Context: an optimization exercise on an open-source flow, tuned for small area. The choices shown serve that exercise and are no tape-out recipe.
In this exercise RTL edits were held to simulation tests only and were not proved equivalent to the original.
Power and IR drop assume default switching activity.

## design/flow/standard.sh

```bash
#!/bin/bash
# synth_recipe.tcl (not shown) runs the flow's synth.tcl, then flattens the netlist and writes it again
# the make line also repeats each setting of config.mk as NAME=value (left out here)
make -C /OpenROAD-flow-scripts/flow DESIGN_CONFIG=/design/flow/config.mk WORK_HOME=/design/flow/orfs CLKGATE_MAP_FILE= SYNTH_SCRIPT=/design/flow/synth_recipe.tcl "${@:-finish}"
```

## design/flow/design.v

```verilog
module VGA(
	input CLOCK_50,
	input rst,
	input [11:0] TRI_P1X,
	input [11:0] TRI_P1Y,
	input [11:0] TRI_P2X,
	input [11:0] TRI_P2Y,
	input [11:0] TRI_P3X,
	input [11:0] TRI_P3Y,
	output [3:0] VGA_R,
	output [3:0] VGA_G,
	output [3:0] VGA_B,
	output [3:0] LEDG,
	output VGA_HS,
	output VGA_VS
);
function automatic [11:0] add12(input [11:0] x, input [11:0] y, input ci);
	integer i; reg c;
	begin
		c = ci;
		for (i = 0; i < 12; i = i + 1) begin
			add12[i] = x[i] ^ y[i] ^ c;
			c = (x[i] & y[i]) | (c & (x[i] ^ y[i]));
		end
	end
endfunction
function automatic [13:0] add14(input [13:0] x, input [13:0] y, input ci);
	integer i; reg c;
	begin
		c = ci;
		for (i = 0; i < 14; i = i + 1) begin
			add14[i] = x[i] ^ y[i] ^ c;
			c = (x[i] & y[i]) | (c & (x[i] ^ y[i]));
		end
	end
endfunction
function automatic ge11(input [10:0] x, input [10:0] yn);
	integer i; reg c;
	begin
		c = 1'b1;
		for (i = 0; i < 11; i = i + 1)
			c = (x[i] & yn[i]) | (x[i] & c) | (yn[i] & c);
		ge11 = c;
	end
endfunction
function automatic [10:0] inc11(input [10:0] x);
	integer i; reg c;
	begin
		c = 1'b1;
		for (i = 0; i < 11; i = i + 1) begin
			inc11[i] = x[i] ^ c;
			c = c & x[i];
		end
	end
endfunction
reg [10:0] hx;
reg [9:0]  vy;
wire h_end = (hx == 11'd1300);
wire v_end = (vy == 10'd490);
wire frame_end = h_end & v_end;
wire [10:0] vy1 = inc11({1'b0, vy});
always @(posedge CLOCK_50) begin
	if (rst) begin
		hx <= 11'h6e3;           
		vy <= 10'h3dd;           
	end else if (h_end) begin
		hx <= 11'h6e3;
		vy <= v_end ? 10'h3dd : vy1[9:0];
	end else
		hx <= inc11(hx);
end
assign LEDG = 4'b1111;
assign VGA_HS = ~((hx > 11'd1300) & (hx < 11'd1953));
assign VGA_VS = ~((vy > 10'd490) & (vy < 10'd991));
wire visible = (hx != 11'd0) & (hx < 11'd1220) & (vy != 10'd0) & (vy < 10'd480);
wire [9:0] C0, C1, C2, C3, C4, C5;
wire win  = (hx[10:8] == 3'b111);           
wire [2:0] job  = hx[7:5];
wire [4:0] step = hx[4:0];
wire busy = win & (job[1:0] != 2'd0) & (step < 5'd23);
wire rot  = win & (((step == 5'd31) & (job[1:0] != 2'd3)) |
                   ((step == 5'd10) & (job[1:0] != 2'd0)));
wire ld  = rst | frame_end;
wire [9:0] mld = {10{ld}};
wire [9:0] mrt = {10{~ld & rot}};
wire [9:0] mhd = {10{~ld & ~rot}};
reg [9:0] C0n, C1n, C2n, C3n, C4n, C5n;
always @(posedge CLOCK_50) begin
	C0n <= ~((mld & TRI_P1Y[9:0]) | (mrt & C1) | (mhd & C0));
	C1n <= ~((mld & TRI_P2X[9:0]) | (mrt & C2) | (mhd & C1));
	C2n <= ~((mld & TRI_P2Y[9:0]) | (mrt & C3) | (mhd & C2));
	C3n <= ~((mld & TRI_P3X[9:0]) | (mrt & C4) | (mhd & C3));
	C4n <= ~((mld & TRI_P3Y[9:0]) | (mrt & C5) | (mhd & C4));
	C5n <= ~((mld & TRI_P1X[9:0]) | (mrt & C0) | (mhd & C5));
end
assign C0 = ~C0n; assign C1 = ~C1n; assign C2 = ~C2n;
assign C3 = ~C3n; assign C4 = ~C4n; assign C5 = ~C5n;
wire [11:0] df_w = add12({2'b0, C2}, ~{2'b0, C0}, 1'b1);
wire [10:0] df = df_w[10:0];        
wire nap  = df[10];                 
wire negA = ~nap;                   
reg [22:12] Zh;
reg [11:0]  Zl;
wire [22:0] Z = {Zh, Zl};
reg s;
wire mul = (step < 5'd11);
wire yk  = vy[step[3:0]] & ~step[3] | vy[{2'b10, step[1:0]}] & step[3] & ~step[1];
wire bk  = C3[step[3:0]] & ~step[3] | C3[{2'b10, step[1:0]}] & step[3] & ~step[1];
wire [11:0] U = Z[22:11];
wire sub = ~(U[11] ^ nap);                
wire inv = mul ? bk : sub;                
wire en  = ~mul | (yk ^ bk);
wire [11:0] A = (step == 5'd0) ? 12'd0 : U;
wire [11:0] S = add12(A, ({df[10], df} ^ {12{inv}}) & {12{en}}, inv & en);
wire q = ~S[11];
wire first = (step == 5'd11);
always @(posedge CLOCK_50) begin
	if (mul)
		Zh <= {S[11], S[11:2]};
	else
		Zh <= S[10:0];
	if (busy) begin
		if (mul)
			Zl <= {S[1:0], Z[10:1]};
		else
			Zl <= {Z[10:0], q};
	end
	if (first & busy)
		s <= Z[22];
end
wire [11:0] F = Z[11:0];
wire o = F[11] ^ s;
wire [13:0] Tsum = add14({4'd0, C1}, {{2{F[11]}}, F} ^ {14{~negA}}, 1'b1);
wire [10:0] Tc = o ? {11{s ^ negA}} :
                 Tsum[13] ? 11'd0 : ((Tsum[12:11] != 2'd0) ? 11'd2047 : Tsum[10:0]);
wire wr = win & (step == 5'd23);
reg [10:0] T1, T2;       
reg inv1, inv2;
always @(posedge CLOCK_50) begin
	if (wr & (job == 3'd1)) begin T1 <= ~Tc; inv1 <= negA; end
	if (wr & (job == 3'd2)) begin T2 <= ~Tc; inv2 <= negA; end
end
wire [10:0] T0 = ~Tc;
wire inv0 = negA;
wire sin0 = ge11(hx, T0) ^ inv0;
wire sin1 = ge11(hx, T1) ^ inv1;
wire sin2 = ge11(hx, T2) ^ inv2;
wire intri = (sin0 == sin1) & (sin1 == sin2);
assign VGA_R = {4{visible}};
assign VGA_G = {4{visible & ~intri}};
assign VGA_B = {4{visible & ~intri}};
endmodule
```

## design/flow/config.mk

```make
export PLATFORM = sky130hd
export DESIGN_NAME = VGA
export DESIGN_NICKNAME = VGA
export VERILOG_FILES = /design/flow/design.v
export SDC_FILE = /design/flow/constraint.sdc
export NUM_CORES = 4
export LEC_CHECK = 0
export CAP_MARGIN = 20
export CORE_MARGIN = 2
export CORE_UTILIZATION = 40
export SLEW_MARGIN = 20
```

## design/flow/constraint.sdc

```tcl
create_clock -name core_clock -period 20.0 [get_ports {CLOCK_50}]
set_input_delay 4.0000 -clock core_clock [delete_from_list [all_inputs] [get_ports {CLOCK_50}]]
set_output_delay 4.0000 -clock core_clock [all_outputs]
set_load 0.01 [all_outputs]
```

## design/flow/flow/run.sh

```bash
#!/bin/bash
# Standard ORFS layout (the standard.sh), with two changes:
#  - port buffers use the smallest buffer cell (buf_1) instead of clkdlybuf4s50_1
#  - clock tree built from small clock buffers, without dummy loads
set -euo pipefail
export BUFFER_PORTS_ARGS="-buffer_cell sky130_fd_sc_hd__buf_1"
export CTS_ARGS="-repair_clock_nets -dont_use_dummy_load -buf_list {sky130_fd_sc_hd__clkbuf_8}"
bash standard.sh > standard.log 2>&1
```

==> results.sh, run 1 <==
export IMPL_power_total_w=0.000857
export IMPL_grt_total_usage_pct=18.0
export IMPL_worstHoldStart="Zh[22]$_DFF_P_"
export IMPL_finalSetupTns_ns=0
export IMPL_routed_via_density=5.36
export IMPL_hold_slack_ns=0.510
export IMPL_drive_above_1_share_pct=7.00
export IMPL_cts_made_buffers=17
export IMPL_antenna_found_initial=0
export IMPL_hold_viol=0
export IMPL_multi_input_area_um2=4120
export IMPL_hold_buffers=0
export IMPL_worstPathArrival_ns=11.25
export IMPL_start_util_pct=40.5
export IMPL_dp_hpwl_um=12200
export IMPL_placed_cells=1046
export IMPL_crit_type="reg -> out"
export IMPL_num_fill_cells=1820
export IMPL_cp_slowest_cell="ha_1"
export IMPL_post_cts_setup_buffer_count=0
export IMPL_gr_total_overflow=0
export IMPL_synth_mux_area_share_pct=4.27
export IMPL_cts_tree="built"
export IMPL_ctsLongestPathBuffers=2
export IMPL_worstHoldPathCells=0
export IMPL_power_density_nw_per_um2=106
export IMPL_wl_per_cell_um=16.1
export IMPL_netlist_top_cells_count="dfxtp_1, a21oi_1, nor2_1"
export IMPL_die_w_um=141
export IMPL_start_kind="flip-flop"
export IMPL_relSlewSlack_pct=25.8
export IMPL_clkTransAtPathRegs_ns=0.07
export IMPL_finalMaxSlewViolations=0
export IMPL_path_max_fanout=20
export IMPL_dr_total_vias=5696
export IMPL_synth_top_family_by_area="compound AO/OA/AOI/OAI gates"
export IMPL_rows=50
export IMPL_numPortBuffers=75
export IMPL_insertedDiodeCount=0
export IMPL_ys_types=68
export IMPL_setup_viol=0
export IMPL_synth_compound_area_share_pct=18.8
export IMPL_clock_fmax_mhz=65.6
export IMPL_skew_ns=0.0280
export IMPL_synth_main_ff_cell="dfxtp_1"
export IMPL_synth_yosys_seq_area_share_pct=39.2
export IMPL_grt_pass1_vias=5290
export IMPL_synth_cells=796
export IMPL_slowest_delay_ns=0.49
export IMPL_seq_area_um2=2950
export IMPL_endpoint_kind="output port"
export IMPL_htreeDepth=4
export IMPL_crit_start="C0n[0]$_DFF_P_"
export IMPL_fin_crit_ns=15.25
export IMPL_cts_resized=0
export IMPL_drtAntennaViolNets=0
export IMPL_synth_fa_ha_area_share_pct=12.0
export IMPL_cp_required_ns=16.00
export IMPL_drt_iter0_drc=453
export IMPL_clockRootBuffer="clkbuf_8"
export IMPL_synthToLayoutAreaGrowth_pct=7.31
export IMPL_yosysWarningCount=1
export IMPL_synthSimpleGateAreaFrac_pct=15.3
export IMPL_avgSynthCellArea_um2=9.46
export IMPL_grt_pass1_wl_um=28100
export IMPL_die_area_um2=19900
export IMPL_worstMarginPinSlew_ns=1.11
export IMPL_ys_seq_elements=129
export IMPL_die_h_um=141
export IMPL_io_pins=92
export IMPL_cp_common_cell="fa_1"
export IMPL_dr_pass1_iters=5
export IMPL_synth_most_common_cell="dfxtp_1"
export IMPL_reg2regPathDepth=33
export IMPL_syn_area_um2=7530
export IMPL_min_path_type="reg -> reg"
export IMPL_peakVddDrop_uv=56.3
export IMPL_yosys_top_cells_area="dfxtp_1, edfxtp_1, fa_1, a211oi_1, a21oi_1"
export IMPL_maxCapViolCount=0
export IMPL_post_route_drc_count=0
export IMPL_fp_coreArea_um2=18600
export IMPL_synth_top_area_share_pct=24.4
export IMPL_rsz0062_at_grt="false"
export IMPL_r2r_start="C0n[0]$_DFF_P_"
export IMPL_p_leak_nw=3.03
export IMPL_fin_util_pct=43.5
export IMPL_fin_crit_sh_pct=76.2
export IMPL_synth_xor_area_share_pct=3.95
export IMPL_clock_sink_count=129
export IMPL_totalWireLength_um=17100
export IMPL_synthArstFlopShare_pct=0
export IMPL_nNetsFinal=958
export IMPL_fin_cells=1063
export IMPL_grt_start_max_net_pins=121
export IMPL_status="complete, no violations"
export IMPL_synth_top_area_cell="dfxtp_1"
export IMPL_clk_latency_ns=0.45
export IMPL_synth_edf_count=37
export IMPL_globalplace_congestion=0.781
where the power goes:
part	switching [W]	total, W	internal (W)
logic	0.000188	0.000362	0.000174
registers	0.0000225	0.000332	0.000309
clock network	0.0000891	0.000164	0.0000746
total	0.000300	0.000857	0.000558
critical path: cells and delay by family (launching register included):
family | cells | cell delay [ns]
AO/OA/AOI/OAI | 6 | 1.10
buffers and inverters | 8 | 0.83
XOR/XNOR | 2 | 0.43
multiplexers | 1 | 0.39
flip-flops | 1 | 0.34
adder cells (fa/ha/maj) | 22 | 7.36
AND/OR/NAND/NOR | 1 | 0.32
final timing paths:
| kind | endpoint | slack, ns |
|---|---|---|
| setup reg to reg | Zl[0]$_DFFE_PP_ | 9.74 |
| hold reg to reg | s$_DFFE_PP_ | 0.51 |
| hold / removal | s$_DFFE_PP_ | 0.51 |
| setup / recovery | VGA_G[0] | 4.75 |
through the flow:
stage	area [um^2]	setup slack (ns)
final	8080	4.75
after global placement	7850	5.32
after global routing	8080	4.04
after CTS	8080	4.69
after floorplan	7540	6.01
after detailed placement	7850	5.21
layer usage:
metal  track usage, %  wire length [um]  part of all wire [%]
met1             26.2              8590                    50
met5                0                 0                     0
met4             5.21               176                   1.0
met3             3.80               724                   4.2
met2             27.0              7650                    45
state kept, by name (all words and copies together), names as in the netlist:
register,flops
T2,11
C2n,10
T1,11
Zh,11
C0n,10
C3n,10
C5n,10
hx,11
s,1
C4n,10
C1n,10
Zl,12
inv1,1
vy,10
inv2,1
cell type report:
type	instances	share of cell area, %
repair buffers	82	4.18
inverters	39	1.81
clock buffers	17	2.89
flip-flops and latches	129	36.5
well taps	234	3.62
multi-input cells	562	51.0
cells in the final DEF, fill, tap and decap left out, drive strengths merged, types with 7 or more instances in the layout:
cell	count
xnor2	17
buf	82
dfxtp	92
clkbuf	17
inv	39
nand2	44
fa	29
o22ai	13
ha	24
o22a	7
nor2b	51
and2	17
edfxtp	37
o21ai	28
nor2	59
a211oi	57
mux2	17
a21oi	85
nor3	10
xor2	17
kinds of logic after synthesis:
kind of cell    after synthesis
mux                          25
other cells                   1
fa+ha+maj                    55
simple gates                222
compound gates              222
buf+inv                     108
flops                       129
xor+xnor                     34
==> run 2, diff against run 1 <==
--- a/design/flow/flow/run.sh
+++ b/design/flow/flow/run.sh
@@ -5,4 +5,4 @@
 set -euo pipefail
 export BUFFER_PORTS_ARGS="-buffer_cell sky130_fd_sc_hd__buf_1"
-export CTS_ARGS="-repair_clock_nets -dont_use_dummy_load -buf_list {sky130_fd_sc_hd__clkbuf_8}"
+export CTS_ARGS="-repair_clock_nets -dont_use_dummy_load -sink_clustering_enable -sink_clustering_size 20 -sink_clustering_max_diameter 200 -sink_clustering_levels 1 -buf_list {sky130_fd_sc_hd__clkbuf_8}"
 bash standard.sh > standard.log 2>&1
==> run 2 against run 1 <==
Effect of this change: fmax unchanged; flip-flop and latch count unchanged; power unchanged; critical endpoint unchanged.
==> results.sh, run 2 <==
export IMPL_status="complete, no violations"
export IMPL_synth_top_area_cell="dfxtp_1"
export IMPL_cts_made_buffers=17
export IMPL_io_pins=92
export IMPL_num_fill_cells=1820
export IMPL_regMostFlops="Zl"
export IMPL_nNetsFinal=958
export IMPL_start_kind="flip-flop"
export IMPL_hold_viol=0
export IMPL_clk_latency_ns=0.45
export IMPL_globalplace_congestion=0.781
export IMPL_post_route_drc_count=0
export IMPL_htreeDepth=4
export IMPL_die_area_um2=19900
export IMPL_dr_total_vias=5696
export IMPL_drtAntennaViolNets=0
export IMPL_synth_cells=796
export IMPL_die_h_um=141
export IMPL_dr_pass1_iters=5
export IMPL_synthToLayoutAreaGrowth_pct=7.31
export IMPL_fin_crit_ns=15.25
export IMPL_die_w_um=141
export IMPL_slowest_delay_ns=0.49
export IMPL_power_density_nw_per_um2=106
export IMPL_clock_fmax_mhz=65.6
export IMPL_multi_input_area_um2=4120
export IMPL_clkTransAtPathRegs_ns=0.07
export IMPL_cts_tree="built"
export IMPL_totalWireLength_um=17100
export IMPL_grt_start_max_net_pins=121
export IMPL_fin_util_pct=43.5
export IMPL_place_ws_ns=5.21
export IMPL_wl_per_cell_um=16.1
export IMPL_synth_main_ff_cell="dfxtp_1"
export IMPL_drt_iter0_drc=453
export IMPL_yosys_top_cells_area="dfxtp_1, edfxtp_1, fa_1, a211oi_1, a21oi_1"
export IMPL_netlist_top_cells_count="dfxtp_1, a21oi_1, nor2_1"
export IMPL_insertedDiodeCount=0
export IMPL_grt_pass1_wl_um=28100
export IMPL_antenna_found_initial=0
export IMPL_synth_edf_count=37
export IMPL_synth_top_area_share_pct=24.4
export IMPL_dp_hpwl_um=12200
export IMPL_placed_cells=1046
export IMPL_rsz0062_at_grt="false"
export IMPL_skew_ns=0.0280
export IMPL_ys_types=68
export IMPL_synth_yosys_seq_area_share_pct=39.2
export IMPL_ys_seq_elements=129
export IMPL_grt_total_usage_pct=18.0
export IMPL_yosysWarningCount=1
export IMPL_ctsLongestPathBuffers=2
export IMPL_peakVddDrop_uv=56.3
export IMPL_largest_reg_flops=12
export IMPL_relSlewSlack_pct=25.8
export IMPL_drive_above_1_share_pct=7.00
export IMPL_grt_pass1_vias=5290
export IMPL_avgSynthCellArea_um2=9.46
export IMPL_cp_required_ns=16.00
export IMPL_start_util_pct=40.5
export IMPL_cp_slowest_cell="ha_1"
export IMPL_finalSetupTns_ns=0
export IMPL_worstPathArrival_ns=11.25
export IMPL_p_leak_nw=3.03
export IMPL_ff2ff_setup_slack_ns=9.74
export IMPL_cp_common_cell="fa_1"
export IMPL_fin_cells=1063
export IMPL_seq_area_um2=2950
export IMPL_min_path_type="reg -> reg"
export IMPL_synth_most_common_cell="dfxtp_1"
export IMPL_post_cts_setup_buffer_count=0
export IMPL_gr_total_overflow=0
export IMPL_path_max_fanout=20
export IMPL_synthArstFlopShare_pct=0
export IMPL_setup_viol=0
export IMPL_worst_slack_ns=4.75
export IMPL_numPortBuffers=75
export IMPL_finalMaxSlewViolations=0
export IMPL_layout_commonest_cell="dfxtp_1"
export IMPL_endpoint_kind="output port"
export IMPL_clock_sink_count=129
export IMPL_crit_type="reg -> out"
export IMPL_cts_resized=0
export IMPL_maxCapViolCount=0
export IMPL_rows=50
export IMPL_clockRootBuffer="clkbuf_8"
export IMPL_hold_buffers=0
export IMPL_final_cell_mix="dfxtp_1, a21oi_1, buf_1"
export IMPL_syn_area_um2=7530
export IMPL_routed_via_density=5.36
export IMPL_fp_coreArea_um2=18600
export IMPL_worstMarginPinSlew_ns=1.11
export IMPL_fin_crit_sh_pct=76.2
run 2: cell counts in the layout (fill, tap and decap cells not counted):
No cell type changed its count.
run 2: kinds of logic (layout without fill, tap and decap cells):
logic type	after synthesis	in the layout	share of synthesized area, %
AO/OA/AOI/OAI	222	222	18.8
AND/OR/NAND/NOR	222	222	15.3
flip-flops	129	129	39.2
buffers and inverters	108	138	6.46
adder cells (fa/ha/maj)	55	55	12.0
XOR/XNOR	34	34	3.95
multiplexers	25	25	4.27
other	1	4	0.0498
run 2: final cells by class:
class,count,share of cell area (%)
tap,234,3.62
clock buffer,17,2.89
multi-input combinational,562,51.0
inverter,39,1.81
sequential,129,36.5
timing repair buffer,82,4.18
run 2: path summary, 6_finish.rpt:
check / from / end / cells past startpoint
max: C0n[0]$_DFF_P_ / VGA_G[0] / 40
min: Zh[22]$_DFF_P_ / s$_DFFE_PP_ / 0
max reg2reg: C0n[0]$_DFF_P_ / Zl[0]$_DFFE_PP_ / 33
min reg2reg: Zh[22]$_DFF_P_ / s$_DFFE_PP_ / 0
run 2: power breakdown:
| group | total [W] | switching, W | internal [W] |
|---|---|---|---|
| combinational | 0.000362 | 0.000188 | 0.000174 |
| clock | 0.000164 | 0.0000891 | 0.0000746 |
| sequential | 0.000332 | 0.0000225 | 0.000309 |
| total | 0.000857 | 0.000300 | 0.000558 |
run 2: metrics by stage:
stage | cell area, um^2 | total power (W) | hold slack, ns
2_1_floorplan | 7540 | 0.000615 | 0.450
3_3_place_gp | 7850 | 0.000695 | 0.471
3_5_place_dp | 7850 | 0.000702 | 0.486
4_1_cts | 8080 | 0.000868 | 0.509
5_1_grt | 8080 | 0.000932 | 0.527
6_report | 8080 | 0.000857 | 0.510
run 2: routing by layer:
metal,up-vias,wire [um],GRT usage (%)
li1,2864,-,-
met1,2686,8590,26.2
met2,132,7650,27.0
met3,14,724,3.80
met4,0,176,5.21
met5,-,0,0
run 2: worst max-delay path, delay by kind of cell (launching register included):
family / cells / cell delay, ns
compound gates: 6 / 1.10
xor+xnor: 2 / 0.43
fa+ha+maj: 22 / 7.36
buf+inv: 8 / 0.83
flops: 1 / 0.34
mux: 1 / 0.39
simple gates: 1 / 0.32
==> run 3, diff against run 2 <==
==> design/flow/flow/run.sh (replaced) <==
#!/bin/bash
# Standard ORFS layout (the standard.sh), with two changes:
#  - port buffers use the smallest buffer cell (buf_1) instead of clkdlybuf4s50_1
#  - clock tree built from small clock buffers in large sink clusters, without dummy loads
set -euo pipefail
export BUFFER_PORTS_ARGS="-buffer_cell sky130_fd_sc_hd__buf_1"
export CTS_ARGS="-sink_clustering_enable -repair_clock_nets -dont_use_dummy_load -sink_clustering_size 30 -sink_clustering_max_diameter 80 -buf_list {sky130_fd_sc_hd__clkbuf_4 sky130_fd_sc_hd__clkbuf_8}"
bash standard.sh > standard.log 2>&1
==> run 3 against run 2 <==
Effect of this change: still clean on timing, DRC and antenna; via count unchanged; clock power about the same; count of clock-buffer cells in the layout unchanged; first-iteration DRC count unchanged; worst setup slack unchanged; register-to-register slack about the same; area after synthesis unchanged.
==> results.sh, run 3 <==
export IMPL_power_density_nw_per_um2=106
export IMPL_p_clk_share_pct=19.1
export IMPL_seqPwrFrac_pct=38.7
export IMPL_routed_via_density=5.36
export IMPL_syn_area_um2=7530
export IMPL_htreeDepth=4
export IMPL_fin_crit_sh_pct=76.2
export IMPL_ctsLongestPathBuffers=2
export IMPL_largest_reg_flops=12
export IMPL_drt_iter0_drc=453
export IMPL_post_route_drc_count=0
export IMPL_drive_above_1_share_pct=7.00
export IMPL_finalSetupTns_ns=0
export IMPL_yosys_top_cells_area="dfxtp_1, edfxtp_1, fa_1, a211oi_1, a21oi_1"
export IMPL_postLayoutCellArea_um2=8080
export IMPL_setup_viol=0
export IMPL_clock_fmax_mhz=65.6
export IMPL_netlist_top_cells_count="dfxtp_1, a21oi_1, nor2_1"
export IMPL_rows=50
export IMPL_cp_required_ns=16.00
export IMPL_final_cell_mix="dfxtp_1, a21oi_1, buf_1"
export IMPL_ys_types=68
export IMPL_antenna_found_initial=0
export IMPL_synthArstFlopShare_pct=0
export IMPL_wl_met3_um=724
export IMPL_pwr_share_comb_pct=42.2
export IMPL_wl_per_cell_um=16.1
export IMPL_endpoint_kind="output port"
export IMPL_p_int_w=0.000558
export IMPL_io_pins=92
export IMPL_yosysWarningCount=1
export IMPL_cts_made_buffers=17
export IMPL_p_sw_share_pct=35.0
export IMPL_clockRootBuffer="clkbuf_8"
export IMPL_clock_sink_count=129
export IMPL_maxCapViolCount=0
export IMPL_dr_total_vias=5696
export IMPL_worst_slack_ns=4.75
export IMPL_clkTransAtPathRegs_ns=0.07
export IMPL_synth_main_ff_cell="dfxtp_1"
export IMPL_slowest_delay_ns=0.49
export IMPL_path_max_fanout=20
export IMPL_rsz0062_at_grt="false"
export IMPL_synth_top_area_cell="dfxtp_1"
export IMPL_grt_pass1_wl_um=28100
export IMPL_switchingPower_w=0.000300
export IMPL_avgSynthCellArea_um2=9.46
export IMPL_place_area_um2=7850
export IMPL_wl_met2_um=7650
export IMPL_finalMaxSlewViolations=0
export IMPL_synth_cells=796
export IMPL_relSlewSlack_pct=25.8
export IMPL_fp_coreArea_um2=18600
export IMPL_die_h_um=141
export IMPL_synth_most_common_cell="dfxtp_1"
export IMPL_drtAntennaViolNets=0
export IMPL_min_path_type="reg -> reg"
export IMPL_p_leak_nw=3.03
export IMPL_totalWireLength_um=17100
export IMPL_die_area_um2=19900
export IMPL_m1WireLength_um=8590
export IMPL_grt_start_max_net_pins=121
export IMPL_worstMarginPinSlew_ns=1.11
export IMPL_insertedDiodeCount=0
export IMPL_hold_buffers=0
export IMPL_worstPathArrival_ns=11.25
export IMPL_clk_latency_ns=0.45
export IMPL_synthToLayoutAreaGrowth_pct=7.31
export IMPL_start_kind="flip-flop"
export IMPL_ys_seq_elements=129
export IMPL_skew_ns=0.0280
export IMPL_post_cts_setup_buffer_count=0
export IMPL_numPortBuffers=75
export IMPL_crit_type="reg -> out"
export IMPL_die_w_um=141
export IMPL_layout_commonest_cell="dfxtp_1"
export IMPL_cts_tree="built"
export IMPL_peakVddDrop_uv=56.3
export IMPL_synth_edf_count=37
export IMPL_status="complete, no violations"
export IMPL_cp_slowest_cell="ha_1"
export IMPL_regMostFlops="Zl"
export IMPL_power_total_w=0.000857
export IMPL_fin_util_pct=43.5
export IMPL_nNetsFinal=958
export IMPL_grt_pass1_vias=5290
export IMPL_hold_viol=0
export IMPL_start_util_pct=40.5
export IMPL_cts_resized=0
export IMPL_synth_top_area_share_pct=24.4
export IMPL_gr_total_overflow=0
export IMPL_dp_hpwl_um=12200
export IMPL_synth_yosys_seq_area_share_pct=39.2
export IMPL_routed_top_layer="met4"
export IMPL_globalplace_congestion=0.781
export IMPL_dr_pass1_iters=5
export IMPL_cp_common_cell="fa_1"
export IMPL_fin_crit_ns=15.25
export IMPL_place_ws_ns=5.21
export IMPL_grt_total_usage_pct=18.0
-- run 3: path summary, 6_finish.rpt --
check                       from         endpoint  slack (ns)  cells after the start
setup / recovery  C0n[0]$_DFF_P_         VGA_G[0]        4.75                     40
hold / removal    Zh[22]$_DFF_P_      s$_DFFE_PP_        0.51                      0
setup reg to reg  C0n[0]$_DFF_P_  Zl[0]$_DFFE_PP_        9.74                     33
hold reg to reg   Zh[22]$_DFF_P_      s$_DFFE_PP_        0.51                      0
-- run 3: worst max-delay path: cells and delay by family, from the launching register on --
| kind | cells | cell delay, ns |
|---|---|---|
| mux | 1 | 0.39 |
| xor+xnor | 2 | 0.43 |
| simple gates | 1 | 0.32 |
| flops | 1 | 0.34 |
| buf+inv | 8 | 0.83 |
| fa+ha+maj | 22 | 7.36 |
| compound gates | 6 | 1.10 |
-- run 3: metrics by stage --
stage	hold WS [ns]	std cells
6_report	0.510	1063
5_1_grt	0.527	1063
4_1_cts	0.509	1063
3_5_place_dp	0.486	1046
3_3_place_gp	0.471	1046
2_1_floorplan	0.450	799
-- run 3: kinds of logic after synthesis --
| group | after synthesis | share of synthesized area [%] |
|---|---|---|
| other cells | 1 | 0.0498 |
| simple gates | 222 | 15.3 |
| compound gates | 222 | 18.8 |
| fa+ha+maj | 55 | 12.0 |
| xor+xnor | 34 | 3.95 |
| flops | 129 | 39.2 |
| mux | 25 | 4.27 |
| buf+inv | 108 | 6.46 |
-- run 3: area by class of cell --
type / instances / area, um^2
sequential: 129 / 2950
tap: 234 / 293
inverter: 39 / 146
timing repair buffer: 82 / 338
multi-input combinational: 562 / 4120
clock buffer: 17 / 234
fill: 1820 / 10500
-- run 3: power groups by stage --
stage / sequential [W] / combinational, W / clock (W)
3_5_place_dp: 0.000338 / 0.000364 / 0
5_1_grt: 0.000335 / 0.000417 / 0.000180
6_report: 0.000332 / 0.000362 / 0.000164
4_1_cts: 0.000332 / 0.000367 / 0.000169
3_3_place_gp: 0.000337 / 0.000358 / 0
2_1_floorplan: 0.000325 / 0.000291 / 0
-- run 3: layer usage --
layer,vias to the layer above,global-route usage (%)
li1,2864,-
met1,2686,26.2
met2,132,27.0
met3,14,3.80
met4,0,5.21
met5,-,0
==> run 4, diff against run 3 <==
--- a/design/flow/design.v
+++ b/design/flow/design.v
@@ -25,10 +25,10 @@
 	end
 endfunction
-function automatic [13:0] add14(input [13:0] x, input [13:0] y, input ci);
+function automatic [12:0] add13(input [12:0] x, input [12:0] y, input ci);
 	integer i; reg c;
 	begin
 		c = ci;
-		for (i = 0; i < 14; i = i + 1) begin
-			add14[i] = x[i] ^ y[i] ^ c;
+		for (i = 0; i < 13; i = i + 1) begin
+			add13[i] = x[i] ^ y[i] ^ c;
 			c = (x[i] & y[i]) | (c & (x[i] ^ y[i]));
 		end
@@ -131,7 +131,7 @@
 wire [11:0] F = Z[11:0];
 wire o = F[11] ^ s;
-wire [13:0] Tsum = add14({4'd0, C1}, {{2{F[11]}}, F} ^ {14{~negA}}, 1'b1);
+wire [12:0] Tsum = add13({3'd0, C1}, {F[11], F} ^ {13{~negA}}, 1'b1);    
 wire [10:0] Tc = o ? {11{s ^ negA}} :
-                 Tsum[13] ? 11'd0 : ((Tsum[12:11] != 2'd0) ? 11'd2047 : Tsum[10:0]);
+                 Tsum[12] ? 11'd0 : (Tsum[11] ? 11'd2047 : Tsum[10:0]);
 wire wr = win & (step == 5'd23);
 reg [10:0] T1, T2;       
==> run 4 against run 3 <==
Effect of this change: routed wire length stayed put; still clean; worst setup slack stayed put; critical path type unchanged; count of clock-buffer cells in the layout stayed put; area after synthesis stayed put; worst hold slack stayed put; sequential share of layout area stayed put; largest cell class unchanged; sequential power hardly changed; core utilization stayed put; die area stayed put.
==> results.sh, run 4 <==
export IMPL_synth_cells=796
export IMPL_grt_start_max_net_pins=121
export IMPL_yosys_top_cells_area="dfxtp_1, edfxtp_1, fa_1, a211oi_1, a21oi_1"
export IMPL_reg2regPathDepth=33
export IMPL_synth_top_area_share_pct=24.4
export IMPL_worstMarginPinSlew_ns=1.11
export IMPL_cts_made_buffers=17
export IMPL_die_w_um=141
export IMPL_post_route_drc_count=0
export IMPL_cp_common_cell="fa_1"
export IMPL_cts_resized=0
export IMPL_slowest_delay_ns=0.49
export IMPL_power_density_nw_per_um2=106
export IMPL_peakVddDrop_uv=56.3
export IMPL_netlist_top_cells_count="dfxtp_1, a21oi_1, nor2_1"
export IMPL_timing_rr_end="Zl[0]$_DFFE_PP_"
export IMPL_wl_per_cell_um=16.1
export IMPL_die_area_um2=19900
export IMPL_start_util_pct=40.5
export IMPL_die_h_um=141
export IMPL_path_max_fanout=20
export IMPL_maxCapViolCount=0
export IMPL_clockRootBuffer="clkbuf_8"
export IMPL_start_kind="flip-flop"
export IMPL_hold_buffers=0
export IMPL_clk_latency_ns=0.45
export IMPL_totalWireLength_um=17100
export IMPL_globalplace_congestion=0.781
export IMPL_grt_pass1_wl_um=28100
export IMPL_grt_pass1_vias=5290
export IMPL_clock_fmax_mhz=65.6
export IMPL_synthArstFlopShare_pct=0
export IMPL_ctsLongestPathBuffers=2
export IMPL_worstPathArrival_ns=11.25
export IMPL_relSlewSlack_pct=25.8
export IMPL_dr_pass1_iters=5
export IMPL_htreeDepth=4
export IMPL_endpoint_kind="output port"
export IMPL_cp_slowest_cell="ha_1"
export IMPL_min_path_type="reg -> reg"
export IMPL_cts_tree="built"
export IMPL_fin_crit_ns=15.25
export IMPL_synth_most_common_cell="dfxtp_1"
export IMPL_dp_hpwl_um=12200
export IMPL_drtAntennaViolNets=0
export IMPL_skew_ns=0.0280
export IMPL_synth_main_ff_cell="dfxtp_1"
export IMPL_hold_end="s$_DFFE_PP_"
export IMPL_insertedDiodeCount=0
export IMPL_routed_via_density=5.36
export IMPL_antenna_found_initial=0
export IMPL_power_total_w=0.000857
export IMPL_clkTransAtPathRegs_ns=0.07
export IMPL_setup_viol=0
export IMPL_fp_coreArea_um2=18600
export IMPL_p_leak_nw=3.03
export IMPL_grt_total_usage_pct=18.0
export IMPL_rows=50
export IMPL_fin_crit_sh_pct=76.2
export IMPL_numPortBuffers=75
export IMPL_synth_yosys_seq_area_share_pct=39.2
export IMPL_drt_iter0_drc=453
export IMPL_finalSetupTns_ns=0
export IMPL_dr_total_vias=5696
export IMPL_syn_area_um2=7530
export IMPL_avgSynthCellArea_um2=9.46
export IMPL_synthToLayoutAreaGrowth_pct=7.31
export IMPL_ys_types=68
export IMPL_io_pins=92
export IMPL_ys_seq_elements=129
export IMPL_clock_sink_count=129
export IMPL_final_cell_mix="dfxtp_1, a21oi_1, buf_1"
export IMPL_status="complete, no violations"
export IMPL_ff2ff_setup_slack_ns=9.74
export IMPL_gr_total_overflow=0
export IMPL_layout_commonest_cell="dfxtp_1"
export IMPL_cp_required_ns=16.00
export IMPL_r2r_start="C0n[0]$_DFF_P_"
export IMPL_synth_edf_count=37
export IMPL_yosysWarningCount=1
export IMPL_crit_type="reg -> out"
export IMPL_worstHoldPathCells=0
export IMPL_finalMaxSlewViolations=0
export IMPL_regMostFlops="Zl"
export IMPL_rsz0062_at_grt="false"
export IMPL_synth_top_area_cell="dfxtp_1"
export IMPL_drive_above_1_share_pct=7.00
export IMPL_nNetsFinal=958
export IMPL_hold_viol=0
export IMPL_largest_reg_flops=12
export IMPL_worstHoldStart="Zh[22]$_DFF_P_"
export IMPL_post_cts_setup_buffer_count=0
run 4: cell counts after synthesis:
Identical to the previous run, type by type.
run 4: worst max-delay path, delay by kind of cell, from the launching register on:
family                     cells  cell delay, ns
adders and majority gates     22            7.36
AOI/OAI and AO/OA              6            1.10
buffers and inverters          8            0.83
xor gates and xnor gates       2            0.43
muxes                          1            0.39
DFF                            1            0.34
and+or+nand+nor                1            0.32
run 4: through the flow:
step | instance area [um^2] | hold slack, ns | setup slack (ns) | util, % | std cells
2_1_floorplan | 7540 | 0.450 | 6.01 | - | 799
3_3_place_gp | 7850 | 0.471 | 5.32 | 42.2 | 1046
3_5_place_dp | 7850 | 0.486 | 5.21 | 42.2 | 1046
5_1_grt | 8080 | 0.527 | 4.04 | 43.5 | 1063
4_1_cts | 8080 | 0.509 | 4.69 | 43.5 | 1063
6_report | 8080 | 0.510 | 4.75 | 43.5 | 1063
run 4: cell families after synthesis:
logic type	synth area share, %
AOI/OAI and AO/OA	18.8
xor gates and xnor gates	3.95
adders and majority gates	12.0
buffers and inverters	6.46
DFF	39.2
muxes	4.27
other	0.0498
and+or+nand+nor	15.3
run 4: cell type report:
cell class,count,area (um^2)
Fill cell,1820,10500
Multi-Input combinational cell,562,4120
Sequential cell,129,2950
Timing Repair Buffer,82,338
Tap cell,234,293
Clock buffer,17,234
Inverter,39,146
run 4: where the power goes:
| part | switching [W] | internal (W) | total, W |
|---|---|---|---|
| Combinational | 0.000188 | 0.000174 | 0.000362 |
| Clock | 0.0000891 | 0.0000746 | 0.000164 |
| Sequential | 0.0000225 | 0.000309 | 0.000332 |
| Total | 0.000300 | 0.000558 | 0.000857 |
run 4: worst max path at each step:
stage / from / end / slack (ns) / cells past startpoint
global route: C0n[0]$_DFF_P_ / VGA_G[1] / 4.04 / 40
CTS: C0n[0]$_DFF_P_ / VGA_G[3] / 4.69 / 40
floorplan: C0n[0]$_DFF_P_ / VGA_B[1] / 6.01 / 40
global placement: C0n[0]$_DFF_P_ / VGA_B[3] / 5.32 / 40
finish: C0n[0]$_DFF_P_ / VGA_G[0] / 4.75 / 40
detailed placement: C0n[0]$_DFF_P_ / VGA_G[3] / 5.21 / 40
run 4: per-layer routing:
layer	global-route usage [%]	wire length, um
met1	26.2	8590
met2	27.0	7650
met3	3.80	724
met4	5.21	176
met5	0	0
==> run 5, diff against run 4 <==
--- a/design/flow/config.mk
+++ b/design/flow/config.mk
@@ -8,4 +8,5 @@
 export CAP_MARGIN = 20
 export CORE_MARGIN = 2
-export CORE_UTILIZATION = 40
+export CORE_UTILIZATION = 65
+export PLACE_DENSITY = 0.75
 export SLEW_MARGIN = 20
==> run 5 against run 4 <==
Effect of this change: power shrank 0.58%; count of clock-buffer cells in the layout is the same; fmax grew 1.2%; first-iteration DRC count grew 12%; clock power shrank 3%; global-route usage grew 9.1 points; cell count shrank 8.6%; cell area shrank 1.3%; largest cell class unchanged.
==> results.sh, run 5 <==
export IMPL_status="complete, no violations"
export IMPL_largest_reg_flops=12
export IMPL_rsz0062_at_grt="false"
export IMPL_cts_made_buffers=17
export IMPL_worstHoldPathCells=2
export IMPL_skew_ns=0.0215
export IMPL_relSlewSlack_pct=47.1
export IMPL_synth_main_ff_cell="dfxtp_1"
export IMPL_synthArstFlopShare_pct=0
export IMPL_hold_buffers=0
export IMPL_hold_viol=0
export IMPL_worstMarginPinSlew_ns=0.793
export IMPL_clockRootBuffer="clkbuf_8"
export IMPL_nNetsFinal=958
export IMPL_gr_total_overflow=0
export IMPL_num_fill_cells=902
export IMPL_drt_iter0_drc=508
export IMPL_cp_slowest_cell="ha_1"
export IMPL_dr_total_vias=5715
export IMPL_post_cts_setup_buffer_count=0
export IMPL_netlist_top_cells_count="dfxtp_1, a21oi_1, nor2_1"
export IMPL_synth_yosys_seq_area_share_pct=39.2
export IMPL_drtAntennaViolNets=0
export IMPL_r2r_start="C0n[0]$_DFF_P_"
export IMPL_grt_total_usage_pct=27.1
export IMPL_dp_hpwl_um=11800
export IMPL_grt_pass1_wl_um=26700
export IMPL_layout_commonest_cell="dfxtp_1"
export IMPL_peakVddDrop_uv=128
export IMPL_cts_resized=0
export IMPL_clock_sink_count=129
export IMPL_io_pins=92
export IMPL_place_area_um2=7720
export IMPL_die_w_um=112
export IMPL_synth_top_area_share_pct=24.4
export IMPL_worstHoldStart="C4n[2]$_DFF_P_"
export IMPL_fin_crit_ns=15.06
export IMPL_insertedDiodeCount=0
export IMPL_p_int_w=0.000556
export IMPL_reg2regPathDepth=33
export IMPL_slowest_delay_ns=0.49
export IMPL_numPortBuffers=75
export IMPL_ys_types=68
export IMPL_maxCapViolCount=0
export IMPL_ff2ff_setup_slack_ns=9.75
export IMPL_dr_pass1_iters=5
export IMPL_start_kind="flip-flop"
export IMPL_avgSynthCellArea_um2=9.46
export IMPL_ys_seq_elements=129
export IMPL_timing_rr_end="Zl[0]$_DFFE_PP_"
export IMPL_finalSetupTns_ns=0
export IMPL_switchingPower_w=0.000296
export IMPL_htreeDepth=4
export IMPL_min_path_type="reg -> reg"
export IMPL_yosysWarningCount=1
export IMPL_die_h_um=112
export IMPL_post_route_drc_count=0
export IMPL_setup_viol=0
export IMPL_pwr_share_comb_pct=42.5
export IMPL_routed_via_density=5.88
export IMPL_postLayoutCellArea_um2=7980
export IMPL_fin_util_pct=70.2
export IMPL_synth_most_common_cell="dfxtp_1"
export IMPL_grt_start_max_net_pins=121
export IMPL_drive_above_1_share_pct=7.00
export IMPL_synth_edf_count=37
export IMPL_syn_area_um2=7530
export IMPL_synth_top_area_cell="dfxtp_1"
export IMPL_ctsLongestPathBuffers=2
export IMPL_synthToLayoutAreaGrowth_pct=5.96
export IMPL_finalMaxSlewViolations=0
export IMPL_synth_cells=796
export IMPL_fin_crit_sh_pct=75.3
export IMPL_rows=39
export IMPL_clock_fmax_mhz=66.4
export IMPL_p_sw_share_pct=34.7
export IMPL_start_util_pct=66.3
export IMPL_totalWireLength_um=16100
export IMPL_worstPathArrival_ns=11.06
export IMPL_fp_coreArea_um2=11400
export IMPL_crit_type="reg -> out"
export IMPL_cp_common_cell="fa_1"
export IMPL_hold_end="C3n[2]$_DFF_P_"
export IMPL_clk_latency_ns=0.45
export IMPL_seqPwrFrac_pct=38.9
export IMPL_clkTransAtPathRegs_ns=0.07
export IMPL_antenna_found_initial=0
export IMPL_regMostFlops="Zl"
export IMPL_wl_per_cell_um=16.6
export IMPL_power_density_nw_per_um2=107
export IMPL_die_area_um2=12500
export IMPL_p_leak_nw=3.03
export IMPL_cp_required_ns=16.00
export IMPL_grt_pass1_vias=5407
export IMPL_globalplace_congestion=0.879
export IMPL_path_max_fanout=20
export IMPL_p_clk_share_pct=18.6
export IMPL_yosys_top_cells_area="dfxtp_1, edfxtp_1, fa_1, a211oi_1, a21oi_1"
export IMPL_endpoint_kind="output port"
export IMPL_cts_tree="built"
export IMPL_final_cell_mix="dfxtp_1, a21oi_1, buf_1"
run 5: cell counts after synthesis:
Identical to the previous run, type by type.
run 5: per-stage QoR:
step / power (W) / hold slack [ns] / instances / worst slack, ns
6_report: 0.000852 / 0.513 / 972 / 4.94
5_1_grt: 0.000921 / 0.541 / 972 / 4.21
3_5_place_dp: 0.000700 / 0.500 / 954 / 5.43
4_1_cts: 0.000858 / 0.511 / 971 / 4.93
2_1_floorplan: 0.000615 / 0.450 / 799 / 6.01
3_3_place_gp: 0.000681 / 0.489 / 954 / 5.59
run 5: kinds of logic after synthesis:
family / after synthesis / synth area share, %
AOI/OAI and AO/OA: 222 / 18.8
xor gates and xnor gates: 34 / 3.95
adders and majority gates: 55 / 12.0
buffers and inverters: 108 / 6.46
DFF: 129 / 39.2
muxes: 25 / 4.27
other: 1 / 0.0498
and+or+nand+nor: 222 / 15.3
run 5: worst max path at each step:
stage / startpoint / to / slack (ns) / depth (start not counted)
2_1_floorplan: C0n[0]$_DFF_P_ / VGA_B[1] / 6.01 / 40
3_3_place_gp: C0n[0]$_DFF_P_ / VGA_G[2] / 5.59 / 40
3_5_place_dp: C0n[0]$_DFF_P_ / VGA_G[0] / 5.43 / 40
4_1_cts: C0n[0]$_DFF_P_ / VGA_G[0] / 4.93 / 40
5_1_grt: C0n[0]$_DFF_P_ / VGA_G[3] / 4.21 / 40
6_report: C0n[0]$_DFF_P_ / VGA_G[0] / 4.94 / 40
run 5: critical path, delay by kind of cell (launching register included):
family	cells	cell delay, ns
adders and majority gates	22	7.36
buffers and inverters	8	0.85
DFF	1	0.33
xor gates and xnor gates	2	0.41
AOI/OAI and AO/OA	5	1.03
and+or+nand+nor	3	0.64
run 5: per-layer routing:
| layer | vias up | track usage, % | wire [um] |
|---|---|---|---|
| li1 | 2849 | - | - |
| met1 | 2668 | 36.5 | 7380 |
| met2 | 167 | 44.2 | 7750 |
| met3 | 31 | 5.77 | 698 |
| met4 | 0 | 8.56 | 293 |
| met5 | - | 0 | 0 |
run 5: area by class of cell:
class / instances / area (um^2) / area share (%)
multi-input cells: 562 / 4120 / 51.6
flip-flops and latches: 129 / 2950 / 37.0
repair buffers: 82 / 350 / 4.39
clock buffers: 17 / 234 / 2.93
well taps: 143 / 179 / 2.24
inverters: 39 / 146 / 1.83
run 5: power groups by stage:
stage                     registers [W]  clock network [W]  logic, W
after floorplan                0.000325                  0  0.000291
after global placement         0.000336                  0  0.000345
after detailed placement       0.000337                  0  0.000363
after CTS                      0.000331           0.000162  0.000365
after global routing           0.000335           0.000171  0.000415
final                          0.000331           0.000159  0.000362
==> run 6, diff against run 5 <==
==> design/flow/flow/run.sh (replaced) <==
#!/bin/bash
# The standard layout (standard.sh) with three changes:
#  - synthesis maps logic with an area-oriented ABC script (flow/synth.tcl,
#    flow/abc_area.script); registers are mapped exactly as in standard synthesis
#  - port buffers use the smallest buffer cell (buf_1) instead of clkdlybuf4s50_1
#  - clock tree built from clkbuf_8 cells, without dummy loads
set -euo pipefail
here=$(pwd)
export BUFFER_PORTS_ARGS="-buffer_cell sky130_fd_sc_hd__buf_1"
export CTS_ARGS="-sink_clustering_enable -repair_clock_nets -dont_use_dummy_load -sink_clustering_size 30 -sink_clustering_max_diameter 80 -buf_list {sky130_fd_sc_hd__clkbuf_4 sky130_fd_sc_hd__clkbuf_8}"
export FLOW_ABC_SCRIPT="$here/flow/abc_area.script"
sed "s#SYNTH_SCRIPT=[^ ]*#SYNTH_SCRIPT=$here/flow/synth.tcl#" standard.sh > standard_area.sh
grep -q "SYNTH_SCRIPT=$here/flow/synth.tcl" standard_area.sh
bash standard_area.sh > standard.log 2>&1
==> design/flow/flow/abc_area.script (new file) <==
strash
balance
rewrite
refactor
balance
rewrite
rewrite -z
balance
refactor -z
rewrite -z
balance
dch
amap
topo
==> design/flow/flow/synth.tcl (new file) <==
# The standard flow's synth_recipe.tcl (ORFS synthesis, -nofsm -noshare, flattened, function
# nets renamed), with one change: ABC maps the combinational logic with an
# area-oriented script (flow/abc_area.script) instead of ORFS's delay-oriented
# one.  Flip-flops are mapped by dfflibmap before ABC and are not touched.
proc synth {args} { yosys synth -nofsm -noshare {*}$args }
proc abc {args} {
  set i [lsearch -exact $args -script]
  if { $i >= 0 } { lset args [expr {$i + 1}] $::env(FLOW_ABC_SCRIPT) }
  set j [lsearch -exact $args -D]
  if { $j >= 0 } { set args [lreplace $args $j [expr {$j + 1}]] }
  yosys abc {*}$args
}
source $::env(SCRIPTS_DIR)/synth.tcl
# left out here: clear keep_hierarchy, flatten, clean up, hide names made inside functions, write 1_2_yosys.v
--- a/design/flow/config.mk
+++ b/design/flow/config.mk
@@ -8,5 +8,4 @@
 export CAP_MARGIN = 20
 export CORE_MARGIN = 2
-export CORE_UTILIZATION = 65
-export PLACE_DENSITY = 0.75
+export CORE_UTILIZATION = 40
 export SLEW_MARGIN = 20
==> run 6 against run 5 <==
Effect of this change: still clean; cell area decreased by 8.0%; clock skew increased by 0.0035 ns; cell count increased by 2.1%; worst hold slack got worse by 0.028 ns; count of clock-buffer cells in the layout unchanged; synthesized cell count decreased by 14%; worst setup slack got worse by 2.0 ns; fmax decreased by 12%; global-route usage decreased by 7.5 points; clock power about the same; power decreased by 9.5%; sequential share of layout area increased by 3.2 points; largest power group is now sequential cells.
==> results.sh, run 6 <==
export IMPL_cp_required_ns=16.00
export IMPL_numPortBuffers=75
export IMPL_r2r_start="C0n[0]$_DFF_P_"
export IMPL_p_int_w=0.000498
export IMPL_drive_above_1_share_pct=3.74
export IMPL_maxCapViolCount=0
export IMPL_synth_top_area_share_pct=28.0
export IMPL_pwr_share_comb_pct=37.1
export IMPL_crit_type="reg -> out"
export IMPL_relSlewSlack_pct=45.9
export IMPL_largest_reg_flops=12
export IMPL_final_cell_mix="dfxtp_1, nor2_1, clkinv_1"
export IMPL_ys_types=41
export IMPL_netlist_top_cells_count="dfxtp_1, nor2_1, clkinv_1"
export IMPL_power_density_nw_per_um2=105
export IMPL_yosys_top_cells_area="dfxtp_1, edfxtp_1, fa_1, o22ai_1, nor2_1"
export IMPL_p_leak_nw=2.57
export IMPL_drtAntennaViolNets=0
export IMPL_start_util_pct=41.1
export IMPL_avgSynthCellArea_um2=9.57
export IMPL_reg2regPathDepth=33
export IMPL_path_max_fanout=20
export IMPL_min_path_type="reg -> reg"
export IMPL_htreeDepth=4
export IMPL_post_cts_setup_buffer_count=0
export IMPL_ys_seq_elements=129
export IMPL_slowest_delay_ns=0.70
export IMPL_syn_area_um2=6580
export IMPL_clock_sink_count=129
export IMPL_io_pins=92
export IMPL_seqPwrFrac_pct=42.2
export IMPL_synth_yosys_seq_area_share_pct=44.9
export IMPL_setup_viol=0
export IMPL_wl_per_cell_um=16.7
export IMPL_dr_pass1_iters=4
export IMPL_clock_fmax_mhz=58.7
export IMPL_endpoint_kind="output port"
export IMPL_die_h_um=132
export IMPL_rsz0062_at_grt="false"
export IMPL_fin_crit_ns=17.05
export IMPL_synth_main_ff_cell="dfxtp_1"
export IMPL_fin_crit_sh_pct=85.2
export IMPL_synth_top_area_cell="dfxtp_1"
export IMPL_dr_total_vias=5492
export IMPL_insertedDiodeCount=0
export IMPL_routed_via_density=5.54
export IMPL_regMostFlops="Zl"
export IMPL_layout_commonest_cell="dfxtp_1"
export IMPL_post_route_drc_count=0
export IMPL_drt_iter0_drc=355
export IMPL_synth_cells=687
export IMPL_crit_start="C0n[0]$_DFF_P_"
export IMPL_synthToLayoutAreaGrowth_pct=11.7
export IMPL_hold_viol=0
export IMPL_cp_common_cell="fa_1"
export IMPL_die_w_um=132
export IMPL_cts_made_buffers=17
export IMPL_worstMarginPinSlew_ns=0.809
export IMPL_synth_most_common_cell="dfxtp_1"
export IMPL_grt_start_max_net_pins=62
export IMPL_cts_tree="built"
export IMPL_synth_edf_count=37
export IMPL_worstPathArrival_ns=13.05
export IMPL_globalplace_congestion=0.827
export IMPL_power_total_w=0.000772
export IMPL_totalWireLength_um=16500
export IMPL_grt_pass1_vias=5527
export IMPL_p_clk_share_pct=20.8
export IMPL_hold_buffers=0
export IMPL_rows=46
export IMPL_grt_pass1_wl_um=27500
export IMPL_dp_hpwl_um=12300
export IMPL_worstHoldStart="Zh[22]$_DFF_P_"
export IMPL_cp_slowest_cell="fa_1"
export IMPL_antenna_found_initial=0
export IMPL_fp_coreArea_um2=16000
export IMPL_switchingPower_w=0.000273
export IMPL_peakVddDrop_uv=42.4
export IMPL_hold_slack_ns=0.485
export IMPL_synthArstFlopShare_pct=0
export IMPL_skew_ns=0.0250
export IMPL_clkTransAtPathRegs_ns=0.06
export IMPL_ctsLongestPathBuffers=2
export IMPL_status="complete, no violations"
export IMPL_grt_total_usage_pct=19.6
export IMPL_yosysWarningCount=1
export IMPL_nNetsFinal=905
export IMPL_cts_resized=0
export IMPL_gr_total_overflow=0
export IMPL_finalMaxSlewViolations=0
export IMPL_worstHoldPathCells=0
export IMPL_die_area_um2=17500
export IMPL_finalSetupTns_ns=0
export IMPL_p_sw_share_pct=35.4
export IMPL_clk_latency_ns=0.44
export IMPL_fin_util_pct=45.9
export IMPL_clockRootBuffer="clkbuf_8"
export IMPL_start_kind="flip-flop"
run 6: power by group through the flow:
stage                     Clock [W]  Combinational [W]  Sequential [W]
after detailed placement          0           0.000287        0.000331
after floorplan                   0           0.000217        0.000325
after CTS                  0.000165           0.000289        0.000326
final                      0.000160           0.000286        0.000325
after global placement            0           0.000279        0.000330
after global routing       0.000178           0.000330        0.000329
run 6: final timing paths:
path | endpoint | slack (ns)
worst min-delay path | s$_DFFE_PP_ | 0.49
worst max-delay path | VGA_B[2] | 2.95
worst min register to register | s$_DFFE_PP_ | 0.49
worst max register to register | Zh[21]$_DFF_P_ | 8.76
run 6: layer usage:
metal | GRT usage, % | share of wire [%]
met1 | 25.1 | 45
met2 | 33.1 | 48
met3 | 5.04 | 5.4
met4 | 5.20 | 1.2
met5 | 0 | 0
run 6: final cells by class:
| class | instances | area, um^2 |
|---|---|---|
| timing repair buffer | 84 | 349 |
| multi-input combinational | 460 | 3220 |
| clock buffer | 17 | 234 |
| fill | 1609 | 8660 |
| tap | 216 | 270 |
| sequential | 129 | 2950 |
| inverter | 86 | 323 |
run 6: worst max-delay path: cells and delay by family, from the launching register on:
kind | cells | cell delay, ns
and+or+nand+nor | 8 | 1.19
AOI/OAI and AO/OA | 10 | 1.72
buffers and inverters | 9 | 1.52
DFF | 1 | 0.32
adders and majority gates | 22 | 7.86
run 6: through the flow:
stage               setup WS [ns]  cells  cell area (um^2)
floorplan                    4.92    690              6590
global placement             3.80    975              7110
detailed placement           3.44    975              7110
CTS                          2.96    992              7340
global route                 1.93    992              7340
finish                       2.95    992              7340
run 6: cells by family (layout without fill, tap and decap cells):
| logic type | Yosys count | in the layout | synth area share (%) |
|---|---|---|---|
| compound gates | 232 | 232 | 23.3 |
| simple gates | 171 | 171 | 11.8 |
| flops | 129 | 129 | 44.9 |
| buf+inv | 101 | 187 | 6.62 |
| fa+ha+maj | 53 | 53 | 13.4 |
| other cells | 1 | 4 | 0.0570 |
==> run 7, diff against run 6 <==
==> design/flow/flow/abc_area.script (replaced) <==
strash
balance
rewrite
refactor
balance
rewrite
rewrite -z
balance
refactor -z
rewrite -z
balance
dch
map -a
topo
==> run 7 against run 6 <==
Effect of this change: worst hold slack improved by 0.015 ns; critical endpoint is now VGA_G[2]; core utilization is the same; largest power group unchanged; global-route usage is 1.3 points lower; critical path type unchanged; clock power barely moved; sequential power about the same; via count down 3.2%.
==> results.sh, run 7 <==
export IMPL_drt_iter0_drc=329
export IMPL_die_h_um=132
export IMPL_clkTransAtPathRegs_ns=0.06
export IMPL_clock_fmax_mhz=62.3
export IMPL_yosys_top_cells_area="dfxtp_1, edfxtp_1, fa_1, a21oi_1, o22ai_1"
export IMPL_status="complete, no violations"
export IMPL_syn_area_um2=6590
export IMPL_synth_yosys_seq_area_share_pct=44.8
export IMPL_rsz0062_at_grt="false"
export IMPL_ys_seq_elements=129
export IMPL_placed_cells=1001
export IMPL_pwr_share_comb_pct=34.9
export IMPL_path_max_fanout=20
export IMPL_dr_pass1_iters=5
export IMPL_drtAntennaViolNets=0
export IMPL_cp_common_cell="fa_1"
export IMPL_io_pins=92
export IMPL_p_int_w=0.000482
export IMPL_fin_util_pct=45.9
export IMPL_worstMarginPinSlew_ns=0.998
export IMPL_totalWireLength_um=15200
export IMPL_post_cts_setup_buffer_count=0
export IMPL_final_cell_mix="a21oi_1, dfxtp_1, clkinv_1"
export IMPL_fin_cells=1018
export IMPL_fin_crit_sh_pct=80.2
export IMPL_dr_total_vias=5317
export IMPL_synth_top_area_share_pct=27.9
export IMPL_clockRootBuffer="clkbuf_8"
export IMPL_avgSynthCellArea_um2=9.20
export IMPL_cp_slowest_cell="fa_1"
export IMPL_layout_commonest_cell="a21oi_1"
export IMPL_ctsLongestPathBuffers=2
export IMPL_antenna_found_initial=0
export IMPL_hold_viol=0
export IMPL_finalMaxSlewViolations=0
export IMPL_nNetsFinal=931
export IMPL_regMostFlops="Zl"
export IMPL_hold_buffers=0
export IMPL_seqPwrFrac_pct=43.6
export IMPL_synth_edf_count=37
export IMPL_insertedDiodeCount=0
export IMPL_synth_cells=716
export IMPL_numPortBuffers=75
export IMPL_drive_above_1_share_pct=4.99
export IMPL_synthArstFlopShare_pct=0
export IMPL_finalSetupTns_ns=0
export IMPL_synth_most_common_cell="a21oi_1"
export IMPL_p_clk_share_pct=21.5
export IMPL_peakVddDrop_uv=56.4
export IMPL_p_sw_share_pct=34.7
export IMPL_grt_start_max_net_pins=64
export IMPL_cts_tree="built"
export IMPL_synthToLayoutAreaGrowth_pct=11.4
export IMPL_ff2ff_setup_slack_ns=9.11
export IMPL_slowest_delay_ns=0.83
export IMPL_start_kind="flip-flop"
export IMPL_maxCapViolCount=0
export IMPL_grt_pass1_wl_um=26000
export IMPL_switchingPower_w=0.000257
export IMPL_synth_top_area_cell="dfxtp_1"
export IMPL_ys_types=33
export IMPL_die_area_um2=17500
export IMPL_endpoint_kind="output port"
export IMPL_clock_sink_count=129
export IMPL_post_route_drc_count=0
export IMPL_grt_pass1_vias=5173
export IMPL_globalplace_congestion=0.817
export IMPL_p_leak_nw=2.59
export IMPL_relSlewSlack_pct=33.3
export IMPL_grt_total_usage_pct=18.4
export IMPL_cp_required_ns=16.00
export IMPL_wl_per_cell_um=15.0
export IMPL_die_w_um=132
export IMPL_cts_made_buffers=17
export IMPL_start_util_pct=41.2
export IMPL_cts_resized=0
export IMPL_crit_buf_inv=8
export IMPL_fin_crit_ns=16.04
export IMPL_largest_reg_flops=12
export IMPL_clk_latency_ns=0.44
export IMPL_gr_total_overflow=0
export IMPL_worstPathArrival_ns=12.04
export IMPL_netlist_top_cells_count="a21oi_1, dfxtp_1, clkinv_1"
export IMPL_routed_via_density=5.22
export IMPL_yosysWarningCount=1
export IMPL_skew_ns=0.0290
export IMPL_setup_viol=0
export IMPL_synth_main_ff_cell="dfxtp_1"
export IMPL_rows=46
export IMPL_dp_hpwl_um=10900
export IMPL_fp_coreArea_um2=16000
export IMPL_cp_top_family="adder cells"
export IMPL_min_path_type="reg -> reg"
export IMPL_crit_type="reg -> out"
export IMPL_htreeDepth=4
export IMPL_power_density_nw_per_um2=101
run 7: layout make-up:
cell class	instances	area [um^2]
fillers	1678	8660
flip-flops and latches	129	2950
multi-input cells	486	3230
inverters	89	334
clock buffers	17	234
repair buffers	81	327
well taps	216	270
run 7: metrics by stage:
stage | total power [W] | cell area (um^2) | hold slack [ns] | setup WS, ns
finish | 0.000739 | 7340 | 0.500 | 3.96
global placement | 0.000584 | 7110 | 0.473 | 4.40
global route | 0.000806 | 7340 | 0.523 | 2.95
floorplan | 0.000522 | 6600 | 0.451 | 5.31
CTS | 0.000750 | 7340 | 0.498 | 3.84
detailed placement | 0.000589 | 7110 | 0.471 | 4.33
run 7: final timing paths:
path / from / endpoint / depth (start not counted)
setup / recovery: C0n[0]$_DFF_P_ / VGA_G[2] / 48
hold / removal: Zh[22]$_DFF_P_ / s$_DFFE_PP_ / 0
setup reg to reg: C0n[0]$_DFF_P_ / Zh[22]$_DFF_P_ / 34
hold reg to reg: Zh[22]$_DFF_P_ / s$_DFFE_PP_ / 0
run 7: power by group through the flow:
stage | clock network (W) | registers, W | logic [W]
2_1_floorplan | 0 | 0.000322 | 0.000200
3_3_place_gp | 0 | 0.000328 | 0.000256
3_5_place_dp | 0 | 0.000328 | 0.000261
4_1_cts | 0.000165 | 0.000322 | 0.000263
5_1_grt | 0.000176 | 0.000325 | 0.000304
6_report | 0.000159 | 0.000322 | 0.000258
run 7: cell families after synthesis:
family | synth area share (%)
buffers and inverters | 6.78
flip-flops | 44.8
adder cells (fa/ha/maj) | 13.8
other | 0.0569
AND/OR/NAND/NOR | 9.53
XOR/XNOR | 2.53
AO/OA/AOI/OAI | 22.5
run 7: metal layers:
layer / wire, um / track usage, % / vias to the layer above
met5: 0 / 0 / -
met4: 127 / 4.84 / 0
met3: 766 / 4.81 / 8
met2: 6910 / 28.3 / 141
met1: 7450 / 25.7 / 2452
li1: - / - / 2716
==> run 8, diff against run 7 <==
--- a/design/flow/design.v
+++ b/design/flow/design.v
@@ -114,4 +114,5 @@
 wire [11:0] S = add12(A, ({df[10], df} ^ {12{inv}}) & {12{en}}, inv & en);
 wire q = ~S[11];
+wire qs = S[11] ^ negA;                   
 wire first = (step == 5'd11);
 always @(posedge CLOCK_50) begin
@@ -124,14 +125,15 @@
 			Zl <= {S[1:0], Z[10:1]};
 		else
-			Zl <= {Z[10:0], q};
+			Zl <= {Z[10:0], qs};
 	end
 	if (first & busy)
 		s <= Z[22];
 end
-wire [11:0] F = Z[11:0];
-wire o = F[11] ^ s;
-wire [12:0] Tsum = add13({3'd0, C1}, {F[11], F} ^ {13{~negA}}, 1'b1);    
-wire [10:0] Tc = o ? {11{s ^ negA}} :
-                 Tsum[12] ? 11'd0 : (Tsum[11] ? 11'd2047 : Tsum[10:0]);
+wire [11:0] Fs = Z[11:0];
+wire o = Fs[11] ^ nap ^ s;
+wire [12:0] Tsum = add13({3'd0, C1}, {Fs[11], Fs}, 1'b1);    
+wire lo = o ? ~(s ^ negA) : Tsum[12];     
+wire hi = o ? (s ^ negA) : Tsum[11];      
+wire [10:0] Tc = {11{~lo}} & ({11{hi}} | Tsum[10:0]);
 wire wr = win & (step == 5'd23);
 reg [10:0] T1, T2;       
==> run 8 against run 7 <==
Effect of this change: still clean on timing, DRC and antenna; flip-flop and latch count stayed put; worst hold slack improved by 0.011 ns; global-route usage rose by 1.2 points; clock power about the same; count of clock-buffer cells in the layout did not move; synthesized cell count decreased by 4.5%; worst setup slack better by 4.1 ns; power decreased by 1.6%; die area shrank 2.5%.
==> results.sh, run 8 <==
export IMPL_status="complete, no violations"
export IMPL_p_leak_nw=2.52
export IMPL_synth_edf_count=37
export IMPL_ctsLongestPathBuffers=2
export IMPL_cp_top_family="adder cells"
export IMPL_fin_cells=985
export IMPL_synthToLayoutAreaGrowth_pct=11.8
export IMPL_cts_tree="built"
export IMPL_rsz0062_at_grt="false"
export IMPL_layout_commonest_cell="a21oi_1"
export IMPL_post_route_drc_count=0
export IMPL_post_cts_setup_buffer_count=0
export IMPL_drive_above_1_share_pct=5.46
export IMPL_synth_yosys_seq_area_share_pct=46.0
export IMPL_yosysWarningCount=1
export IMPL_dr_total_vias=5338
export IMPL_regMostFlops="Zl"
export IMPL_synthSimpleGateAreaFrac_pct=9.72
export IMPL_finalSetupTns_ns=0
export IMPL_avgSynthCellArea_um2=9.39
export IMPL_grt_start_max_net_pins=63
export IMPL_finalMaxSlewViolations=0
export IMPL_die_w_um=131
export IMPL_drt_iter0_drc=322
export IMPL_multi_input_area_um2=3110
export IMPL_synth_most_common_cell="a21oi_1"
export IMPL_placed_cells=968
export IMPL_yosys_top_cells_area="dfxtp_1, edfxtp_1, fa_1, a21oi_1, o22ai_1"
export IMPL_hold_buffers=0
export IMPL_synth_main_ff_cell="dfxtp_1"
export IMPL_peakVddDrop_uv=48.1
export IMPL_clkTransAtPathRegs_ns=0.07
export IMPL_numPortBuffers=75
export IMPL_cp_slowest_cell="fa_1"
export IMPL_cts_resized=0
export IMPL_fin_util_pct=45.5
export IMPL_clock_fmax_mhz=83.7
export IMPL_synth_mux_area_share_pct=0
export IMPL_cts_made_buffers=17
export IMPL_synth_cells=684
export IMPL_crit_buf_inv=4
export IMPL_place_area_um2=6940
export IMPL_power_density_nw_per_um2=101
export IMPL_hold_slack_ns=0.511
export IMPL_setup_viol=0
export IMPL_cp_common_cell="fa_1"
export IMPL_min_path_type="reg -> reg"
export IMPL_slowest_delay_ns=0.45
export IMPL_nNetsFinal=898
export IMPL_num_fill_cells=1557
export IMPL_routed_via_density=5.42
export IMPL_clockRootBuffer="clkbuf_8"
export IMPL_start_util_pct=40.7
export IMPL_relSlewSlack_pct=29.5
export IMPL_fin_crit_ns=11.94
export IMPL_dr_pass1_iters=7
export IMPL_die_area_um2=17100
export IMPL_gr_total_overflow=0
export IMPL_worstPathArrival_ns=7.94
export IMPL_ys_types=34
export IMPL_htreeDepth=4
export IMPL_netlist_top_cells_count="a21oi_1, dfxtp_1, clkinv_1"
export IMPL_grt_pass1_wl_um=25800
export IMPL_synth_fa_ha_area_share_pct=14.0
export IMPL_ys_seq_elements=129
export IMPL_io_pins=92
export IMPL_synth_top_area_share_pct=28.7
export IMPL_hold_viol=0
export IMPL_synth_top_area_cell="dfxtp_1"
export IMPL_grt_pass1_vias=5333
export IMPL_start_kind="flip-flop"
## run 8: cells by family (layout without fill, tap and decap cells)
logic type,count (synthesis),in the layout
XOR/XNOR,12,12
flip-flops,129,129
AO/OA/AOI/OAI,248,248
AND/OR/NAND/NOR,145,145
adder cells (fa/ha/maj),55,55
other,1,4
buffers and inverters,94,176
## run 8: worst reg2reg max path, delay by kind of cell (launching register included)
family	cells	cell delay, ns
buffers and inverters	3	0.72
adders and majority gates	20	7.88
xor gates and xnor gates	4	0.83
and+or+nand+nor	1	0.06
AOI/OAI and AO/OA	4	0.76
DFF	1	0.37
## run 8: area by class of cell
cell class | count | share of cell area [%]
inverter | 79 | 4.13
sequential | 129 | 41.1
tap | 216 | 3.76
multi-input combinational | 464 | 43.3
clock buffer | 17 | 3.26
timing repair buffer | 80 | 4.44
## run 8: worst paths after layout
kind / cells past startpoint / slack (ns) / to / startpoint
worst min register to register: 2 / 0.51 / C4n[6]$_DFF_P_ / C5n[6]$_DFF_P_
worst min-delay path: 2 / 0.51 / C4n[6]$_DFF_P_ / C5n[6]$_DFF_P_
worst max-delay path: 31 / 8.06 / VGA_G[1] / C0n[0]$_DFF_P_
worst max register to register: 32 / 9.10 / Zl[0]$_DFFE_PP_ / C0n[0]$_DFF_P_
## run 8: metrics by stage
stage	power, W	worst slack [ns]
2_1_floorplan	0.000506	9.19
3_3_place_gp	0.000561	8.59
3_5_place_dp	0.000572	8.52
4_1_cts	0.000734	8.00
5_1_grt	0.000782	7.33
6_report	0.000727	8.06
## run 8: power by group
group	switching [W]	internal, W
clock	0.0000865	0.0000745
sequential	0.0000204	0.000303
combinational	0.000145	0.0000981
total	0.000252	0.000475
## run 8: layer usage
metal	part of all wire, %	vias to the layer above	GRT usage, %
met5	0	-	0
met1	45	2528	24.8
met2	48	178	32.6
li1	-	2610	-
met4	2.2	0	7.82
met3	5.4	22	4.19

## separate check: timing with driven ports
How much do the figures lean on ideal ports? The routed layouts below were timed once more, with nothing changed but the port constraints. Step 1: set_driving_cell puts a clkbuf_16 on CLOCK_50 and a buf_2 on each other input, an assumption about the parent block. Step 2 times the ports against the registers' clock, not the clock port: input delays grow and output delays shrink by t, the midpoint of the rising clock arrivals with the driver on. a / b / c = ideal ports / drivers / drivers and shift; a / b = the first two.
run | shift t [ns] | setup slack, ns
run 1 | 0.479 | 4.750 / 4.712 / 5.191
run 2 | 0.479 | 4.750 / 4.712 / 5.191
run 3 | 0.479 | 4.750 / 4.712 / 5.191
run 4 | 0.479 | 4.750 / 4.712 / 5.191
run 5 | 0.477 | 4.935 / 4.899 / 5.376
run 6 | 0.468 | 2.954 / 2.916 / 3.383
run 7 | 0.464 | 3.960 / 3.922 / 4.385
run 8 | 0.475 | 8.058 / 8.022 / 8.497
After both steps setup and hold are still met in every run listed.
